Background: an optimization exercise with open tools, aiming at small area. Do not read the settings as production practice. Function was not checked in any run shown here: the RTL went through the layout flow alone. Power figures rest on the tool's default switching activity, not on a simulated workload.

## flow/flow/run.sh

```bash
#!/bin/bash
# Own flow: the standard layout, with the PE's leaf modules mapped one-to-one
# onto standard cells before synthesis (flow/map.py), buf_1 port buffers,
# synthesis buffers removed at floorplan, and the extra ORFS settings listed
# one per line in flow/make_args.  Each tool's output goes to a log here.
set -euo pipefail
python3 flow/map.py design.v > design_mapped.v 2> map.log
EXTRA=()
if [[ -f flow/make_args ]]; then
  while IFS= read -r line; do
    [[ -n "$line" && "$line" != \#* ]] && EXTRA+=("$line")
  done < flow/make_args
fi
bash standard.sh VERILOG_FILES=$PWD/design_mapped.v \
  "BUFFER_PORTS_ARGS=-buffer_cell sky130_fd_sc_hd__buf_1" \
  REMOVE_ABC_BUFFERS=1 "${EXTRA[@]}" \
  finish > standard.log 2>&1
```

## flow/flow/map.py

```python
#!/usr/bin/env python3
"""Map the leaf modules of the PE netlist (Systolic_fa, Systolic_nand2, ...)
one-to-one onto sky130hd cells.  Reads design.v, writes the mapped design to
stdout.  Each leaf module keeps its name and ports; only its body becomes a
single standard-cell instance with the same function."""
import re, sys

CELLS = {
    'fa':    ("input a, b, ci, output s, co", "sky130_fd_sc_hd__fa_1 c (.A(a), .B(b), .CIN(ci), .SUM(s), .COUT(co));"),
    'ha':    ("input a, b, output s, co", "sky130_fd_sc_hd__ha_1 c (.A(a), .B(b), .SUM(s), .COUT(co));"),
    'nand2': ("input a, b, output y", "sky130_fd_sc_hd__nand2_1 c (.A(a), .B(b), .Y(y));"),
    'and2':  ("input a, b, output y", "sky130_fd_sc_hd__and2_1 c (.A(a), .B(b), .X(y));"),
    'nor2':  ("input a, b, output y", "sky130_fd_sc_hd__nor2_1 c (.A(a), .B(b), .Y(y));"),
    'or2':   ("input a, b, output y", "sky130_fd_sc_hd__or2_1 c (.A(a), .B(b), .X(y));"),
    'xor2':  ("input a, b, output y", "sky130_fd_sc_hd__xor2_1 c (.A(a), .B(b), .X(y));"),
    'xnor2': ("input a, b, output y", "sky130_fd_sc_hd__xnor2_1 c (.A(a), .B(b), .Y(y));"),
    'inv':   ("input a, output y", "sky130_fd_sc_hd__inv_1 c (.A(a), .Y(y));"),
}

src = open(sys.argv[1]).read()
n = 0
for m, (ports, body) in CELLS.items():
    pat = re.compile(r'\bmodule\s+Systolic_' + m + r'\b.*?\bendmodule\b', re.S)
    src, k = pat.subn(f"module Systolic_{m} ({ports});\n  {body}\nendmodule", src)
    n += k
sys.stdout.write(src)
print(f"map.py: mapped {n} leaf modules", file=sys.stderr)
```

## flow/constraint.sdc

```tcl
create_clock -name core_clock -period 8.0 [get_ports {clk}]
set_input_delay 1.6000 -clock core_clock [delete_from_list [all_inputs] [get_ports {clk}]]
set_output_delay 1.6000 -clock core_clock [all_outputs]
set_load 0.01 [all_outputs]
```

## flow/design.v

```verilog
module Systolic_array (
    input clk, reset,
    input [7:0] in_a, in_b,
    output reg [7:0] out_a, out_b,
    output reg [16:0] out_c
);
  wire [16:0] nxt;
  wire w1;
  Systolic_and2 u2 (.a(in_a[0]), .b(in_b[0]), .y(w1));
  wire w3;
  Systolic_nand2 u4 (.a(in_a[0]), .b(in_b[1]), .y(w3));
  wire w5;
  Systolic_nand2 u6 (.a(in_a[0]), .b(in_b[2]), .y(w5));
  wire w7;
  Systolic_nand2 u8 (.a(in_a[0]), .b(in_b[3]), .y(w7));
  wire w9;
  Systolic_nand2 u10 (.a(in_a[0]), .b(in_b[4]), .y(w9));
  wire w11;
  Systolic_nand2 u12 (.a(in_a[0]), .b(in_b[5]), .y(w11));
  wire w13;
  Systolic_nand2 u14 (.a(in_a[0]), .b(in_b[6]), .y(w13));
  wire w15;
  Systolic_nand2 u16 (.a(in_a[0]), .b(in_b[7]), .y(w15));
  wire w17;
  Systolic_nand2 u18 (.a(in_a[1]), .b(in_b[0]), .y(w17));
  wire w19;
  Systolic_nand2 u20 (.a(in_a[1]), .b(in_b[1]), .y(w19));
  wire w21;
  Systolic_nand2 u22 (.a(in_a[1]), .b(in_b[2]), .y(w21));
  wire w23;
  Systolic_nand2 u24 (.a(in_a[1]), .b(in_b[3]), .y(w23));
  wire w25;
  Systolic_nand2 u26 (.a(in_a[1]), .b(in_b[4]), .y(w25));
  wire w27;
  Systolic_nand2 u28 (.a(in_a[1]), .b(in_b[5]), .y(w27));
  wire w29;
  Systolic_nand2 u30 (.a(in_a[1]), .b(in_b[6]), .y(w29));
  wire w31;
  Systolic_nand2 u32 (.a(in_a[1]), .b(in_b[7]), .y(w31));
  wire w33;
  Systolic_nand2 u34 (.a(in_a[2]), .b(in_b[0]), .y(w33));
  wire w35;
  Systolic_nand2 u36 (.a(in_a[2]), .b(in_b[1]), .y(w35));
  wire w37;
  Systolic_nand2 u38 (.a(in_a[2]), .b(in_b[2]), .y(w37));
  wire w39;
  Systolic_nand2 u40 (.a(in_a[2]), .b(in_b[3]), .y(w39));
  wire w41;
  Systolic_nand2 u42 (.a(in_a[2]), .b(in_b[4]), .y(w41));
  wire w43;
  Systolic_nand2 u44 (.a(in_a[2]), .b(in_b[5]), .y(w43));
  wire w45;
  Systolic_nand2 u46 (.a(in_a[2]), .b(in_b[6]), .y(w45));
  wire w47;
  Systolic_nand2 u48 (.a(in_a[2]), .b(in_b[7]), .y(w47));
  wire w49;
  Systolic_nand2 u50 (.a(in_a[3]), .b(in_b[0]), .y(w49));
  wire w51;
  Systolic_nand2 u52 (.a(in_a[3]), .b(in_b[1]), .y(w51));
  wire w53;
  Systolic_nand2 u54 (.a(in_a[3]), .b(in_b[2]), .y(w53));
  wire w55;
  Systolic_nand2 u56 (.a(in_a[3]), .b(in_b[3]), .y(w55));
  wire w57;
  Systolic_nand2 u58 (.a(in_a[3]), .b(in_b[4]), .y(w57));
  wire w59;
  Systolic_nand2 u60 (.a(in_a[3]), .b(in_b[5]), .y(w59));
  wire w61;
  Systolic_nand2 u62 (.a(in_a[3]), .b(in_b[6]), .y(w61));
  wire w63;
  Systolic_nand2 u64 (.a(in_a[3]), .b(in_b[7]), .y(w63));
  wire w65;
  Systolic_nand2 u66 (.a(in_a[4]), .b(in_b[0]), .y(w65));
  wire w67;
  Systolic_nand2 u68 (.a(in_a[4]), .b(in_b[1]), .y(w67));
  wire w69;
  Systolic_nand2 u70 (.a(in_a[4]), .b(in_b[2]), .y(w69));
  wire w71;
  Systolic_nand2 u72 (.a(in_a[4]), .b(in_b[3]), .y(w71));
  wire w73;
  Systolic_nand2 u74 (.a(in_a[4]), .b(in_b[4]), .y(w73));
  wire w75;
  Systolic_nand2 u76 (.a(in_a[4]), .b(in_b[5]), .y(w75));
  wire w77;
  Systolic_nand2 u78 (.a(in_a[4]), .b(in_b[6]), .y(w77));
  wire w79;
  Systolic_nand2 u80 (.a(in_a[4]), .b(in_b[7]), .y(w79));
  wire w81;
  Systolic_nand2 u82 (.a(in_a[5]), .b(in_b[0]), .y(w81));
  wire w83;
  Systolic_nand2 u84 (.a(in_a[5]), .b(in_b[1]), .y(w83));
  wire w85;
  Systolic_nand2 u86 (.a(in_a[5]), .b(in_b[2]), .y(w85));
  wire w87;
  Systolic_nand2 u88 (.a(in_a[5]), .b(in_b[3]), .y(w87));
  wire w89;
  Systolic_nand2 u90 (.a(in_a[5]), .b(in_b[4]), .y(w89));
  wire w91;
  Systolic_nand2 u92 (.a(in_a[5]), .b(in_b[5]), .y(w91));
  wire w93;
  Systolic_nand2 u94 (.a(in_a[5]), .b(in_b[6]), .y(w93));
  wire w95;
  Systolic_nand2 u96 (.a(in_a[5]), .b(in_b[7]), .y(w95));
  wire w97;
  Systolic_nand2 u98 (.a(in_a[6]), .b(in_b[0]), .y(w97));
  wire w99;
  Systolic_nand2 u100 (.a(in_a[6]), .b(in_b[1]), .y(w99));
  wire w101;
  Systolic_nand2 u102 (.a(in_a[6]), .b(in_b[2]), .y(w101));
  wire w103;
  Systolic_nand2 u104 (.a(in_a[6]), .b(in_b[3]), .y(w103));
  wire w105;
  Systolic_nand2 u106 (.a(in_a[6]), .b(in_b[4]), .y(w105));
  wire w107;
  Systolic_nand2 u108 (.a(in_a[6]), .b(in_b[5]), .y(w107));
  wire w109;
  Systolic_nand2 u110 (.a(in_a[6]), .b(in_b[6]), .y(w109));
  wire w111;
  Systolic_nand2 u112 (.a(in_a[6]), .b(in_b[7]), .y(w111));
  wire w113;
  Systolic_nand2 u114 (.a(in_a[7]), .b(in_b[0]), .y(w113));
  wire w115;
  Systolic_nand2 u116 (.a(in_a[7]), .b(in_b[1]), .y(w115));
  wire w117;
  Systolic_nand2 u118 (.a(in_a[7]), .b(in_b[2]), .y(w117));
  wire w119;
  Systolic_nand2 u120 (.a(in_a[7]), .b(in_b[3]), .y(w119));
  wire w121;
  Systolic_nand2 u122 (.a(in_a[7]), .b(in_b[4]), .y(w121));
  wire w123;
  Systolic_nand2 u124 (.a(in_a[7]), .b(in_b[5]), .y(w123));
  wire w125;
  Systolic_nand2 u126 (.a(in_a[7]), .b(in_b[6]), .y(w125));
  wire w127;
  Systolic_nand2 u128 (.a(in_a[7]), .b(in_b[7]), .y(w127));
  wire w129;
  wire w130;
  Systolic_xor2 u131 (.a(w1), .b(out_c[0]), .y(w129));
  Systolic_nand2 u132 (.a(w1), .b(out_c[0]), .y(w130));
  wire w133;
  Systolic_inv u134 (.a(out_c[1]), .y(w133));
  wire w135;
  wire w136;
  Systolic_fa u137 (.a(w3), .b(w17), .ci(w133), .s(w135), .co(w136));
  wire w138;
  wire w139;
  Systolic_xor2 u140 (.a(w130), .b(w135), .y(w138));
  Systolic_nor2 u141 (.a(w130), .b(w135), .y(w139));
  wire w142;
  wire w143;
  Systolic_fa u144 (.a(w5), .b(w19), .ci(w33), .s(w142), .co(w143));
  wire w145;
  Systolic_inv u146 (.a(out_c[2]), .y(w145));
  wire w147;
  wire w148;
  Systolic_fa u149 (.a(w145), .b(w142), .ci(w136), .s(w147), .co(w148));
  wire w150;
  Systolic_inv u151 (.a(w147), .y(w150));
  wire w152;
  wire w153;
  Systolic_xor2 u154 (.a(w139), .b(w150), .y(w152));
  Systolic_nand2 u155 (.a(w139), .b(w150), .y(w153));
  wire w156;
  wire w157;
  Systolic_fa u158 (.a(w7), .b(w21), .ci(w35), .s(w156), .co(w157));
  wire w159;
  Systolic_inv u160 (.a(out_c[3]), .y(w159));
  wire w161;
  wire w162;
  Systolic_fa u163 (.a(w49), .b(w159), .ci(w143), .s(w161), .co(w162));
  wire w164;
  wire w165;
  Systolic_fa u166 (.a(w156), .b(w161), .ci(w148), .s(w164), .co(w165));
  wire w167;
  wire w168;
  Systolic_xor2 u169 (.a(w153), .b(w164), .y(w167));
  Systolic_nor2 u170 (.a(w153), .b(w164), .y(w168));
  wire w171;
  wire w172;
  Systolic_fa u173 (.a(w9), .b(w23), .ci(w37), .s(w171), .co(w172));
  wire w174;
  Systolic_inv u175 (.a(out_c[4]), .y(w174));
  wire w176;
  wire w177;
  Systolic_fa u178 (.a(w51), .b(w65), .ci(w174), .s(w176), .co(w177));
  wire w179;
  wire w180;
  Systolic_fa u181 (.a(w157), .b(w171), .ci(w176), .s(w179), .co(w180));
  wire w182;
  wire w183;
  Systolic_fa u184 (.a(w162), .b(w179), .ci(w165), .s(w182), .co(w183));
  wire w185;
  Systolic_inv u186 (.a(w182), .y(w185));
  wire w187;
  wire w188;
  Systolic_xor2 u189 (.a(w168), .b(w185), .y(w187));
  Systolic_nand2 u190 (.a(w168), .b(w185), .y(w188));
  wire w191;
  wire w192;
  Systolic_fa u193 (.a(w11), .b(w25), .ci(w39), .s(w191), .co(w192));
  wire w194;
  wire w195;
  Systolic_fa u196 (.a(w53), .b(w67), .ci(w81), .s(w194), .co(w195));
  wire w197;
  Systolic_inv u198 (.a(out_c[5]), .y(w197));
  wire w199;
  wire w200;
  Systolic_fa u201 (.a(w197), .b(w172), .ci(w191), .s(w199), .co(w200));
  wire w202;
  wire w203;
  Systolic_fa u204 (.a(w194), .b(w177), .ci(w199), .s(w202), .co(w203));
  wire w205;
  wire w206;
  Systolic_fa u207 (.a(w180), .b(w202), .ci(w183), .s(w205), .co(w206));
  wire w208;
  wire w209;
  Systolic_xor2 u210 (.a(w188), .b(w205), .y(w208));
  Systolic_nor2 u211 (.a(w188), .b(w205), .y(w209));
  wire w212;
  wire w213;
  Systolic_fa u214 (.a(w13), .b(w27), .ci(w41), .s(w212), .co(w213));
  wire w215;
  wire w216;
  Systolic_fa u217 (.a(w55), .b(w69), .ci(w83), .s(w215), .co(w216));
  wire w218;
  Systolic_inv u219 (.a(out_c[6]), .y(w218));
  wire w220;
  wire w221;
  Systolic_fa u222 (.a(w97), .b(w218), .ci(w192), .s(w220), .co(w221));
  wire w223;
  wire w224;
  Systolic_fa u225 (.a(w195), .b(w212), .ci(w215), .s(w223), .co(w224));
  wire w226;
  wire w227;
  Systolic_fa u228 (.a(w220), .b(w200), .ci(w223), .s(w226), .co(w227));
  wire w229;
  wire w230;
  Systolic_fa u231 (.a(w203), .b(w226), .ci(w206), .s(w229), .co(w230));
  wire w232;
  Systolic_inv u233 (.a(w229), .y(w232));
  wire w234;
  wire w235;
  Systolic_xor2 u236 (.a(w209), .b(w232), .y(w234));
  Systolic_nand2 u237 (.a(w209), .b(w232), .y(w235));
  wire w238;
  wire w239;
  Systolic_fa u240 (.a(w15), .b(w29), .ci(w43), .s(w238), .co(w239));
  wire w241;
  wire w242;
  Systolic_fa u243 (.a(w57), .b(w71), .ci(w85), .s(w241), .co(w242));
  wire w244;
  Systolic_inv u245 (.a(out_c[7]), .y(w244));
  wire w246;
  wire w247;
  Systolic_fa u248 (.a(w99), .b(w113), .ci(w244), .s(w246), .co(w247));
  wire w249;
  wire w250;
  Systolic_fa u251 (.a(w213), .b(w216), .ci(w238), .s(w249), .co(w250));
  wire w252;
  wire w253;
  Systolic_fa u254 (.a(w241), .b(w246), .ci(w221), .s(w252), .co(w253));
  wire w255;
  wire w256;
  Systolic_fa u257 (.a(w249), .b(w224), .ci(w252), .s(w255), .co(w256));
  wire w258;
  wire w259;
  Systolic_fa u260 (.a(w227), .b(w255), .ci(w230), .s(w258), .co(w259));
  wire w261;
  wire w262;
  Systolic_xor2 u263 (.a(w235), .b(w258), .y(w261));
  Systolic_nor2 u264 (.a(w235), .b(w258), .y(w262));
  wire w265;
  wire w266;
  Systolic_fa u267 (.a(w31), .b(w45), .ci(w59), .s(w265), .co(w266));
  wire w268;
  wire w269;
  Systolic_fa u270 (.a(w73), .b(w87), .ci(w101), .s(w268), .co(w269));
  wire w271;
  Systolic_inv u272 (.a(out_c[8]), .y(w271));
  wire w273;
  wire w274;
  Systolic_fa u275 (.a(w115), .b(w271), .ci(w239), .s(w273), .co(w274));
  wire w276;
  wire w277;
  Systolic_fa u278 (.a(w242), .b(w265), .ci(w268), .s(w276), .co(w277));
  wire w279;
  wire w280;
  Systolic_fa u281 (.a(w247), .b(w273), .ci(w250), .s(w279), .co(w280));
  wire w282;
  wire w283;
  Systolic_fa u284 (.a(w276), .b(w253), .ci(w279), .s(w282), .co(w283));
  wire w285;
  wire w286;
  Systolic_fa u287 (.a(w256), .b(w282), .ci(w259), .s(w285), .co(w286));
  wire w288;
  Systolic_inv u289 (.a(w285), .y(w288));
  wire w290;
  wire w291;
  Systolic_xor2 u292 (.a(w262), .b(w288), .y(w290));
  Systolic_nand2 u293 (.a(w262), .b(w288), .y(w291));
  wire w294;
  wire w295;
  Systolic_fa u296 (.a(w47), .b(w61), .ci(w75), .s(w294), .co(w295));
  wire w297;
  wire w298;
  Systolic_fa u299 (.a(w89), .b(w103), .ci(w117), .s(w297), .co(w298));
  wire w300;
  Systolic_inv u301 (.a(out_c[9]), .y(w300));
  wire w302;
  wire w303;
  Systolic_fa u304 (.a(w300), .b(w266), .ci(w269), .s(w302), .co(w303));
  wire w305;
  wire w306;
  Systolic_fa u307 (.a(w294), .b(w297), .ci(w274), .s(w305), .co(w306));
  wire w308;
  wire w309;
  Systolic_fa u310 (.a(w302), .b(w277), .ci(w305), .s(w308), .co(w309));
  wire w311;
  wire w312;
  Systolic_fa u313 (.a(w280), .b(w308), .ci(w283), .s(w311), .co(w312));
  wire w314;
  wire w315;
  Systolic_fa u316 (.a(w311), .b(w286), .ci(w291), .s(w314), .co(w315));
  wire w317;
  wire w318;
  Systolic_fa u319 (.a(w63), .b(w77), .ci(w91), .s(w317), .co(w318));
  wire w320;
  Systolic_inv u321 (.a(out_c[10]), .y(w320));
  wire w322;
  wire w323;
  Systolic_fa u324 (.a(w105), .b(w119), .ci(w320), .s(w322), .co(w323));
  wire w325;
  wire w326;
  Systolic_fa u327 (.a(w295), .b(w298), .ci(w317), .s(w325), .co(w326));
  wire w328;
  wire w329;
  Systolic_fa u330 (.a(w322), .b(w303), .ci(w325), .s(w328), .co(w329));
  wire w331;
  wire w332;
  Systolic_fa u333 (.a(w306), .b(w328), .ci(w309), .s(w331), .co(w332));
  wire w334;
  wire w335;
  Systolic_fa u336 (.a(w331), .b(w312), .ci(w315), .s(w334), .co(w335));
  wire w337;
  wire w338;
  Systolic_fa u339 (.a(w79), .b(w93), .ci(w107), .s(w337), .co(w338));
  wire w340;
  Systolic_inv u341 (.a(out_c[11]), .y(w340));
  wire w342;
  wire w343;
  Systolic_fa u344 (.a(w121), .b(w340), .ci(w318), .s(w342), .co(w343));
  wire w345;
  wire w346;
  Systolic_fa u347 (.a(w337), .b(w323), .ci(w342), .s(w345), .co(w346));
  wire w348;
  wire w349;
  Systolic_fa u350 (.a(w326), .b(w345), .ci(w329), .s(w348), .co(w349));
  wire w351;
  wire w352;
  Systolic_fa u353 (.a(w348), .b(w332), .ci(w335), .s(w351), .co(w352));
  wire w354;
  wire w355;
  Systolic_fa u356 (.a(w95), .b(w109), .ci(w123), .s(w354), .co(w355));
  wire w357;
  Systolic_inv u358 (.a(out_c[12]), .y(w357));
  wire w359;
  wire w360;
  Systolic_fa u361 (.a(w357), .b(w338), .ci(w354), .s(w359), .co(w360));
  wire w362;
  wire w363;
  Systolic_fa u364 (.a(w343), .b(w359), .ci(w346), .s(w362), .co(w363));
  wire w365;
  wire w366;
  Systolic_fa u367 (.a(w362), .b(w349), .ci(w352), .s(w365), .co(w366));
  wire w368;
  Systolic_inv u369 (.a(out_c[13]), .y(w368));
  wire w370;
  wire w371;
  Systolic_fa u372 (.a(w111), .b(w125), .ci(w368), .s(w370), .co(w371));
  wire w373;
  wire w374;
  Systolic_fa u375 (.a(w355), .b(w370), .ci(w360), .s(w373), .co(w374));
  wire w376;
  wire w377;
  Systolic_fa u378 (.a(w373), .b(w363), .ci(w366), .s(w376), .co(w377));
  wire w379;
  Systolic_inv u380 (.a(out_c[14]), .y(w379));
  wire w381;
  wire w382;
  Systolic_fa u383 (.a(w127), .b(w379), .ci(w371), .s(w381), .co(w382));
  wire w384;
  wire w385;
  Systolic_fa u386 (.a(w381), .b(w374), .ci(w377), .s(w384), .co(w385));
  wire w387;
  Systolic_inv u388 (.a(out_c[15]), .y(w387));
  wire w389;
  wire w390;
  Systolic_fa u391 (.a(w387), .b(w382), .ci(w385), .s(w389), .co(w390));
  wire w392;
  Systolic_xnor2 u393 (.a(out_c[16]), .b(w390), .y(w392));
  assign nxt[0] = w129;
  assign nxt[1] = w138;
  assign nxt[2] = w152;
  assign nxt[3] = w167;
  assign nxt[4] = w187;
  assign nxt[5] = w208;
  assign nxt[6] = w234;
  assign nxt[7] = w261;
  assign nxt[8] = w290;
  wire w394;
  Systolic_inv u395 (.a(w314), .y(w394));
  assign nxt[9] = w394;
  wire w396;
  Systolic_inv u397 (.a(w334), .y(w396));
  assign nxt[10] = w396;
  wire w398;
  Systolic_inv u399 (.a(w351), .y(w398));
  assign nxt[11] = w398;
  wire w400;
  Systolic_inv u401 (.a(w365), .y(w400));
  assign nxt[12] = w400;
  wire w402;
  Systolic_inv u403 (.a(w376), .y(w402));
  assign nxt[13] = w402;
  wire w404;
  Systolic_inv u405 (.a(w384), .y(w404));
  assign nxt[14] = w404;
  wire w406;
  Systolic_inv u407 (.a(w389), .y(w406));
  assign nxt[15] = w406;
  assign nxt[16] = w392;
  always @(posedge clk or posedge reset) begin
    if (reset) begin
      out_a <= 8'b0;
      out_b <= 8'b0;
      out_c <= 17'b0;
    end else begin
      out_c <= nxt;
      out_a <= in_a;
      out_b <= in_b;
    end
  end
endmodule
module Systolic_and2 (input a, b, output y);
  assign y = a & b;
endmodule
module Systolic_fa (input a, b, ci, output s, co);
  assign s = a ^ b ^ ci;
  assign co = (a & b) | (a & ci) | (b & ci);
endmodule
module Systolic_ha (input a, b, output s, co);
  assign s = a ^ b;
  assign co = a & b;
endmodule
module Systolic_inv (input a, output y);
  assign y = ~a;
endmodule
module Systolic_nand2 (input a, b, output y);
  assign y = ~(a & b);
endmodule
module Systolic_nor2 (input a, b, output y);
  assign y = ~(a | b);
endmodule
module Systolic_or2 (input a, b, output y);
  assign y = a | b;
endmodule
module Systolic_xnor2 (input a, b, output y);
  assign y = ~(a ^ b);
endmodule
module Systolic_xor2 (input a, b, output y);
  assign y = a ^ b;
endmodule
module Matrix_Multiplication (
  input clk, reset,
  input [7:0] a1, a2, a3, a4, b1, b2, b3, b4,
  output [16:0] c1, c2, c3, c4, c5, c6, c7, c8, c9, c10, c11, c12, c13, c14, c15, c16
);
  wire [7:0] 
  p12, p15, p23, p26, 
  p34, p37, p48, p56, 
  p59, p610, p67, p78, 
  p711, p812, p913, p910, 
  p1014, p1011, p1115, p1112, 
  p1216, p1314, p1415, p1516;
  Systolic_array B1(
    .clk(clk),
    .reset(reset),
    .in_a(a1),
    .in_b(b1),
    .out_a(p15),
    .out_b(p12),
    .out_c(c1)
  );
  Systolic_array B2(
    .clk(clk),
    .reset(reset),
    .in_a(a2),
    .in_b(p12),
    .out_a(p26),
    .out_b(p23),
    .out_c(c2)
  );
  Systolic_array B3(
    .clk(clk),
    .reset(reset),
    .in_a(a3),
    .in_b(p23),
    .out_a(p37),
    .out_b(p34),
    .out_c(c3)
  );
  Systolic_array B4(
    .clk(clk),
    .reset(reset),
    .in_a(a4),
    .in_b(p34),
    .out_a(p48),
    .out_b(),
    .out_c(c4)
  );
  Systolic_array B5(
    .clk(clk),
    .reset(reset),
    .in_a(p15),
    .in_b(b2),
    .out_a(p59),
    .out_b(p56),
    .out_c(c5)
  );
  Systolic_array B6(
    .clk(clk),
    .reset(reset),
    .in_a(p26),
    .in_b(p56),
    .out_a(p610),
    .out_b(p67),
    .out_c(c6)
  );
  Systolic_array B7(
    .clk(clk),
    .reset(reset),
    .in_a(p37),
    .in_b(p67),
    .out_a(p711),
    .out_b(p78),
    .out_c(c7)
  );
  Systolic_array B8(
    .clk(clk),
    .reset(reset),
    .in_a(p48),
    .in_b(p78),
    .out_a(p812),
    .out_b(),
    .out_c(c8)
  );
  Systolic_array B9(
    .clk(clk),
    .reset(reset),
    .in_a(p59),
    .in_b(b3),
    .out_a(p913),
    .out_b(p910),
    .out_c(c9)
  );
  Systolic_array B10(
    .clk(clk),
    .reset(reset),
    .in_a(p610),
    .in_b(p910),
    .out_a(p1014),
    .out_b(p1011),
    .out_c(c10)
  );
  Systolic_array B11(
    .clk(clk),
    .reset(reset),
    .in_a(p711),
    .in_b(p1011),
    .out_a(p1115),
    .out_b(p1112),
    .out_c(c11)
  );
  Systolic_array B12(
    .clk(clk),
    .reset(reset),
    .in_a(p812),
    .in_b(p1112),
    .out_a(p1216),
    .out_b(),
    .out_c(c12)
  );
  Systolic_array B13(
    .clk(clk),
    .reset(reset),
    .in_a(p913),
    .in_b(b4),
    .out_a(),
    .out_b(p1314),
    .out_c(c13)
  );
  Systolic_array B14(
    .clk(clk),
    .reset(reset),
    .in_a(p1014),
    .in_b(p1314),
    .out_a(),
    .out_b(p1415),
    .out_c(c14)
  );
  Systolic_array B15(
    .clk(clk),
    .reset(reset),
    .in_a(p1115),
    .in_b(p1415),
    .out_a(),
    .out_b(p1516),
    .out_c(c15)
  );
  Systolic_array B16(
    .clk(clk),
    .reset(reset),
    .in_a(p1216),
    .in_b(p1516),
    .out_a(),
    .out_b(),
    .out_c(c16)
  );
endmodule
```

## flow/config.mk

```make
export PLATFORM = sky130hd
export DESIGN_NAME = Matrix_Multiplication
export DESIGN_NICKNAME = Matrix_Multiplication
export VERILOG_FILES = /design/flow/design.v
export SDC_FILE = /design/flow/constraint.sdc
export NUM_CORES = 4
export LEC_CHECK = 0
export CAP_MARGIN = 20
export CORE_MARGIN = 2
export CORE_UTILIZATION = 65
export GPL_TIMING_DRIVEN = 0
export SLEW_MARGIN = 20
```

## flow/flow/make_args

```
CTS_ARGS=-sink_clustering_enable -repair_clock_nets -dont_use_dummy_load -buf_list sky130_fd_sc_hd__clkbuf_8 -sink_clustering_size 20 -sink_clustering_max_diameter 60
```

## flow/standard.sh

```bash
#!/bin/bash
# synth_recipe.tcl (not shown) runs the flow's synth.tcl, then flattens the netlist and writes it again
# the make line also repeats each setting of config.mk as NAME=value (left out here)
make -C /OpenROAD-flow-scripts/flow DESIGN_CONFIG=/design/flow/config.mk WORK_HOME=/design/flow/orfs CLKGATE_MAP_FILE= SYNTH_SCRIPT=/design/flow/synth_recipe.tcl "${@:-finish}"
```

==> flow_summary.ini, run 1 <==
[status]
status = complete, no violations

[logic_synthesis]
synth-xor-area-share = 0.03399
synth_area_um2 = 41220
syn_inst = 3489
synth_top_family_by_area = adder cells
synth_cell_types = 9
synth_mux_area_frac = 0
ys_seq_elements = 464
synth_fa_ha_area_frac = 0.4895
synth_compound_area_frac = 0
synthSimpleGateAreaFrac = 0.1073
yosysWarnings = 1
syn_avg_cell_area_um2 = 11.82
seq_area_frac_synth = 0.2817

[timing]
fin_skew_ns = 0.07221
slew-limit-headroom = 0.5301
worst_pin_slew_ns = 0.7048
finalHoldViolations = 0
setup_viol = 0
period_minus_slack_ns = 7.805
fin_crit_sh = 0.9757
holdWs_ns = 0.4750
finalWorstSetupSlack_ns = 0.1945
max_freq_mhz = 128.1
finalSetupTns_ns = 0
slew_viol_final = 0
rsz0062_at_grt = no

[clock_tree]
post_cts_buffers = 0
root_buffer = clkbuf_8
clock-sinks = 464
cts-hold-fix-buffers = 0
clock_path_buffers = 3
cts.htree.levels = 2
path_clk_slew_ns = 0.08
worstSkewPairLatency_ns = 0.69
cts_tree = done
numCtsBuffers = 47

[place]
placed_cells = 4404
place_area_um2 = 41620
dp_slack_ns = -0.7984
dp_hpwl_um = 70560
gp_congestion = 0.8805
io_buffer_count = 337

[setup_path]
cp-end-kind = flip-flop
worstSetupStartpointType = input port
cp.required_ns = 8.54
critPathKind = in2reg
cp_max_fo = 9
arrival_ns = 8.35

[global_route]
grt_pass1_vias = 28460
grt_pass1_wl_um = 148300
grt_max_degree = 104
grt.overflow.total = 0
grt_use_total = 0.2901
grt_antenna_before_repair = 4

[detailed_routing]
vias = 23940
drt_first_pass_iters = 6
via_per_inst = 5.375
wire_per_inst_um = 19.40
drtIter0Drc = 1451
drc_errors = 0
antenna_left = 0
drt-total-wl_um = 86390

[die]
die_h_um = 255.8
fp-row-count = 92
io_pins = 338
start_util = 0.6559
die_area_um2 = 65450
dieWidth_um = 255.8
coreArea_um2 = 62850

[finish]
finalInstanceArea_um2 = 42340
nets = 4681
instances_no_fill = 4454
drive_above_1_share = 0.02275
area_growth_syn_to_layout_pct = 2.720
fillers = 4883

[hold_path]
min_path_type = reg2reg

[power_and_ir_drop]
p_per_area_nw_per_um2 = 431.3
vdd_drop_max_v = 0.0003304
leakage_nw = 17.36

[run]
max_cap_viol_count = 0
==> worst max-delay path, cell delays in order <==
cell     delay [ns]
buf_1          0.40
nand2_1        0.17
fa_1           0.59
fa_1           0.44
fa_1           0.43
fa_1           0.40
fa_1           0.40
fa_1           0.40
fa_1           0.46
inv_1          0.09
nand2_1        0.08
fa_1           0.38
fa_1           0.39
fa_1           0.39
fa_1           0.40
fa_1           0.40
fa_1           0.39
fa_1           0.39
xnor2_1        0.14
==> worst paths after layout <==
| check | start | to | slack (ns) | cells after the start |
|---|---|---|---|---|
| setup / recovery | b2[4] | B5.out_c[16] | 0.19 | 19 |
| hold / removal | B12.out_c[16] | B12.out_c[16] | 0.47 | 1 |
| setup reg to reg | B5.out_b[2] | B6.out_c[15] | 0.55 | 19 |
| hold reg to reg | B12.out_c[16] | B12.out_c[16] | 0.47 | 1 |
| max in group asynchronous | reset | B1.out_c[15] | 5.11 | 5 |
| min in group asynchronous | reset | B7.out_c[2] | 1.06 | 2 |
==> layer usage <==
layer | share of wire | global-route usage | vias up
met3 | 0.067 | 0.05466 | 194
met5 | 0 | 0 | -
met1 | 0.38 | 0.3833 | 12900
met4 | 0.041 | 0.1093 | 0
li1 | - | - | 10060
met2 | 0.51 | 0.4866 | 786
==> cell type report <==
class / instances / area [um2] / area share
inverters: 417 / 1573 / 0.03714
multi-input cells: 2336 / 26020 / 0.6144
repair buffers: 341 / 1433 / 0.03383
flip-flops and latches: 464 / 11610 / 0.2742
well taps: 846 / 1059 / 0.02500
clock buffers: 47 / 646.9 / 0.01528
diodes: 3 / 7.507 / 0.0001773
==> power by group <==
| group | leakage (nW) | switching [mW] | internal [mW] |
|---|---|---|---|
| clock | 0.338 | 0.813 | 0.521 |
| combinational | 11.6 | 7.15 | 5.66 |
| sequential | 5.41 | 0.644 | 3.48 |
==> layout by cell type, fill, tap and decap left out, drive strengths merged <==
master	instances
clkbuf	71
fa	1008
dfrtp	464
xor2	144
inv	417
buf	317
and2	16
diode	3
nand2	1088
xnor2	16
nor2	64
==> Yosys cell counts <==
| cell | n | area [um2] |
|---|---|---|
| fa_1 | 1008 | 20180 |
| xor2_1 | 144 | 1261 |
| xnor2_1 | 16 | 140.1 |
| dfrtp_1 | 464 | 11610 |
| nand2_1 | 1088 | 4084 |
| and2_1 | 16 | 100.1 |
| nor2_1 | 64 | 240.2 |
| buf_4 | 272 | 2042 |
| inv_1 | 417 | 1565 |
==> stage by stage <==
stage                 util  power [mW]
floorplan                -       13.88
global placement    0.6604       16.73
detailed placement  0.6622       17.19
CTS                 0.6727       18.69
global route        0.6737       20.87
finish              0.6737       18.26
==> timing repair <==
| item | 4_1_cts | 5_1_grt |
|---|---|---|
| resized for setup | 6 | 40 |
| pin swaps | 0 | 2 |
| endpoints found under the setup margin | 5 | 14 |
==> cells by family (layout without fill, tap and decap cells) <==
kind of cell | Yosys count | after routing
and+or+nand+nor | 1168 | 1168
adders and majority gates | 1008 | 1008
buffers and inverters | 689 | 805
DFF | 464 | 464
xor gates and xnor gates | 160 | 160
other | 0 | 3
==> run 2: changes to the inputs <==
==> flow/flow/make_args (replaced) <==
CTS_ARGS=-sink_clustering_enable -repair_clock_nets -dont_use_dummy_load -buf_list sky130_fd_sc_hd__clkbuf_16 -sink_clustering_size 30 -sink_clustering_max_diameter 60
--- a/flow/flow/map.py
+++ b/flow/flow/map.py
@@ -15,6 +15,8 @@
     'xor2':  ("input a, b, output y", "sky130_fd_sc_hd__xor2_1 c (.A(a), .B(b), .X(y));"),
     'xnor2': ("input a, b, output y", "sky130_fd_sc_hd__xnor2_1 c (.A(a), .B(b), .Y(y));"),
     'inv':   ("input a, output y", "sky130_fd_sc_hd__inv_1 c (.A(a), .Y(y));"),
+    'nor2b': ("input a, bn, output y", "sky130_fd_sc_hd__nor2b_1 c (.A(a), .B_N(bn), .Y(y));"),
+    'or2b':  ("input a, bn, output y", "sky130_fd_sc_hd__or2b_1 c (.A(a), .B_N(bn), .X(y));"),
 }
 
 src = open(sys.argv[1]).read()
==> run 2 against run 1 <==
Net effect:
- global-route usage grew 0.19 points
- still clean on timing, DRC and antenna
- count of clock-buffer cells in the layout is the same
- wire length grew 0.79%
- non-clock buffer count is the same
- worst hold slack lost 0.0051 ns
- largest power group unchanged
- total power grew 3.4%
==> flow_summary.ini, run 2 <==
[clock_tree]
numCtsBuffers = 47
cts.htree.levels = 2
post_cts_buffers = 0
cts_tree = done
path_clk_slew_ns = 0.08
clock_path_buffers = 3
worstSkewPairLatency_ns = 0.60
root_buffer = clkbuf_16
clock-sinks = 464

[place]
io_buffer_count = 337
placed_cells = 4404
place_area_um2 = 41620
dp_slack_ns = -0.7984
dp_hpwl_um = 70560
gp_congestion = 0.8805

[setup_path]
critPathKind = in2reg
arrival_ns = 8.28
cp_slowest_stage_delay_ns = 0.53
cp_cell_sequence = clkbuf_4 -> nand2_1 -> fa_1 -> fa_1 -> fa_1 -> fa_1 -> fa_1 -> fa_1 -> fa_1 -> fa_1 -> inv_1 -> nand2_1 -> fa_1 -> fa_1 -> fa_1 -> fa_1 -> fa_1 -> fa_1 -> fa_1 -> inv_1
crit_path_end = B9.out_c[15]
critical_path_depth = 20
cp-end-kind = flip-flop
cp.required_ns = 8.47
r2r_start = B5.out_b[2]
startpoint = b3[2]
r2r_end = B6.out_c[15]
path_delay_family = adder cells
cpMaxStageDelayCell = fa_1
path_buf_inv = 3
cp_max_fo = 9
ff2ff_path_depth = 19
reg2reg_slack_ns = 0.58
worstSetupStartpointType = input port
crit_top_cell = fa_1

[logic_synthesis]
synth_area_um2 = 41220
synth.most_common_cell = nand2_1
ys_top_cells_by_count = nand2_1, fa_1, dfrtp_1, inv_1, buf_4
yosysWarnings = 1
syn_avg_cell_area_um2 = 11.82
syn_inst = 3489
synth_flop_cell = dfrtp_1
synth_top_area_share = 0.4895
synth_cell_types = 9
synth_largest_area_cell = fa_1
synth_edf_count = 0
synth.area.top_cells = fa_1, dfrtp_1, nand2_1
seq_area_frac_synth = 0.2817
ys_seq_elements = 464
synth_async_sr_flop_share = 1.000

[finish]
finalInstanceArea_um2 = 42910
final_common_cell = nand2_1
drive_above_1_share = 0.02607
instances_no_fill = 4454
nets = 4681
area_growth_syn_to_layout_pct = 4.088
fillers = 4802
mostFrequentLayoutCells = nand2_1, fa_1, dfrtp_1, inv_1, buf_1

[global_route]
grt_antenna_before_repair = 6
grt_pass1_wl_um = 149200
grt_max_degree = 104
grt_pass1_vias = 28560
grt.overflow.total = 0
grt_use_total = 0.2920

[detailed_routing]
wire_per_inst_um = 19.55
vias = 24030
via_per_inst = 5.394
drt_first_pass_iters = 7
drt-total-wl_um = 87070
drc_errors = 0
drtIter0Drc = 1401
antenna_left = 0

[run]
max_cap_viol_count = 0

[status]
status = complete, no violations

[timing]
rsz0062_at_grt = no
worst_pin_slew_ns = 0.7051
slew-limit-headroom = 0.5299
period_minus_slack_ns = 7.809
max_freq_mhz = 128.1
fin_skew_ns = 0.04853
finalHoldViolations = 0
setup_viol = 0
fin_crit_sh = 0.9761
finalWorstSetupSlack_ns = 0.1909
slew_viol_final = 0

[power_and_ir_drop]
p_per_area_nw_per_um2 = 440.2
leakage_nw = 17.62
power.total_mw = 18.89
vdd_drop_max_v = 0.0003327

[die]
dieWidth_um = 255.8
die_area_um2 = 65450
coreArea_um2 = 62850
start_util = 0.6559
io_pins = 338
die_h_um = 255.8
fp-row-count = 92

[hold_path]
min_path_type = reg2reg
[run 2: cell count changes in the layout (fill, tap and decap cells not counted)]
| cell | before | now |
|---|---|---|
| clkbuf_2 | 14 | 15 |
| clkbuf_4 | 10 | 15 |
| fa_2 | 4 | 10 |
| buf_1 | 311 | 305 |
| fa_1 | 1004 | 998 |
| clkbuf_8 | 47 | 0 |
| clkbuf_16 | 0 | 47 |
[run 2: layout make-up]
cell class              count  area [um2]  share of cell area
diodes                      3       7.507           0.0001750
clock buffers              47        1176             0.02741
inverters                 417        1573             0.03665
multi-input cells        2336       26030              0.6066
flip-flops and latches    464       11610              0.2706
well taps                 846        1059             0.02467
repair buffers            341        1453             0.03385
[run 2: how the worst min path moves through the flow]
stage,startpoint,endpoint,cells past startpoint
5_1_grt,B10.out_c[16],B10.out_c[16],1
4_1_cts,B12.out_c[16],B12.out_c[16],1
3_3_place_gp,B13.out_c[16],B13.out_c[16],1
2_1_floorplan,B6.out_a[0],B10.out_a[0],0
3_5_place_dp,B3.out_c[16],B3.out_c[16],1
6_report,B10.out_c[16],B10.out_c[16],1
[run 2: per-layer routing]
| metal | routed length (um) | vias to the layer above | track usage |
|---|---|---|---|
| li1 | - | 10070 | - |
| met5 | 13 | - | 0 |
| met2 | 44330 | 842 | 0.4890 |
| met1 | 32800 | 12900 | 0.3849 |
| met4 | 3758 | 2 | 0.1140 |
| met3 | 6172 | 211 | 0.05466 |
[run 2: cell families after synthesis]
group                      synth area share
DFF                                  0.2817
buffers and inverters               0.08750
and+or+nand+nor                      0.1073
adders and majority gates            0.4895
xor gates and xnor gates            0.03399
[run 2: through the flow]
stage	utilization	hold WS (ns)	TNS (ns)
3_3_place_gp	0.6604	0.4578	-5200.81
4_1_cts	0.6813	0.4732	0
2_1_floorplan	-	0.4790	-3034.07
5_1_grt	0.6827	0.4965	0
6_report	0.6827	0.4698	0
3_5_place_dp	0.6622	0.4604	-12.22
[run 2: report_power, final]
part / internal [mW] / switching (mW)
clock network: 1.03 / 0.886
registers: 3.49 / 0.645
logic: 5.67 / 7.17
total: 10.2 / 8.70
[run 2: worst reg2reg max path, cell delays in order (launching register included)]
cell and delay [ns]:
dfrtp_1 0.66, nand2_1 0.16, fa_1 0.54, fa_1 0.45, fa_1 0.42, fa_1 0.41
fa_1 0.39, fa_1 0.38, fa_1 0.38, fa_1 0.44, inv_1 0.10, nand2_1 0.07
fa_1 0.38, fa_1 0.39, fa_1 0.38, fa_1 0.39, fa_1 0.39, fa_1 0.40
fa_1 0.50, inv_1 0.05
[run 2: timing repair]
item	CTS	global route
pin swaps	0	2
hold buffers	0	0
resized for setup	17	40
setup endpoints to repair	10	14

==> static timing again, ports no longer ideal <==
In the flow no input, the clock included, has a driving cell. The finished layouts below were timed again as built, in two steps. Step 1 (the two cells are an assumption about what drives the block):
set clk [get_ports {clk}]
set_driving_cell -lib_cell sky130_fd_sc_hd__clkbuf_16 $clk
set_driving_cell -lib_cell sky130_fd_sc_hd__buf_2 [delete_from_list [all_inputs] $clk]
Step 2, shift: input delay + t, output delay - t, t = (earliest + latest rising clock arrival at the registers) / 2. This alone moves slack from input paths to output paths. Slacks: ideal / step 1 / step 2; pairs: ideal / step 1.
| run | t, ns | setup WS [ns] | latest minus earliest clock arrival (ns) | worst register clock-pin slew, ns | cell pins on the clock port's net |
|---|---|---|---|---|---|
| run 1 | 0.714 | 0.195 / 0.222 / -0.492 | 0.073 / 0.073 | 0.11 / 0.11 | 1 |
| run 2 | 0.645 | 0.191 / 0.197 / -0.448 | 0.050 / 0.050 | 0.08 / 0.08 | 1 |
With both steps, setup timing fails in run 1 and run 2, where it was met with ideal ports. The setup slack of run 1, which loses most, moves by +0.027 ns with the drivers and by -0.687 ns with both steps.
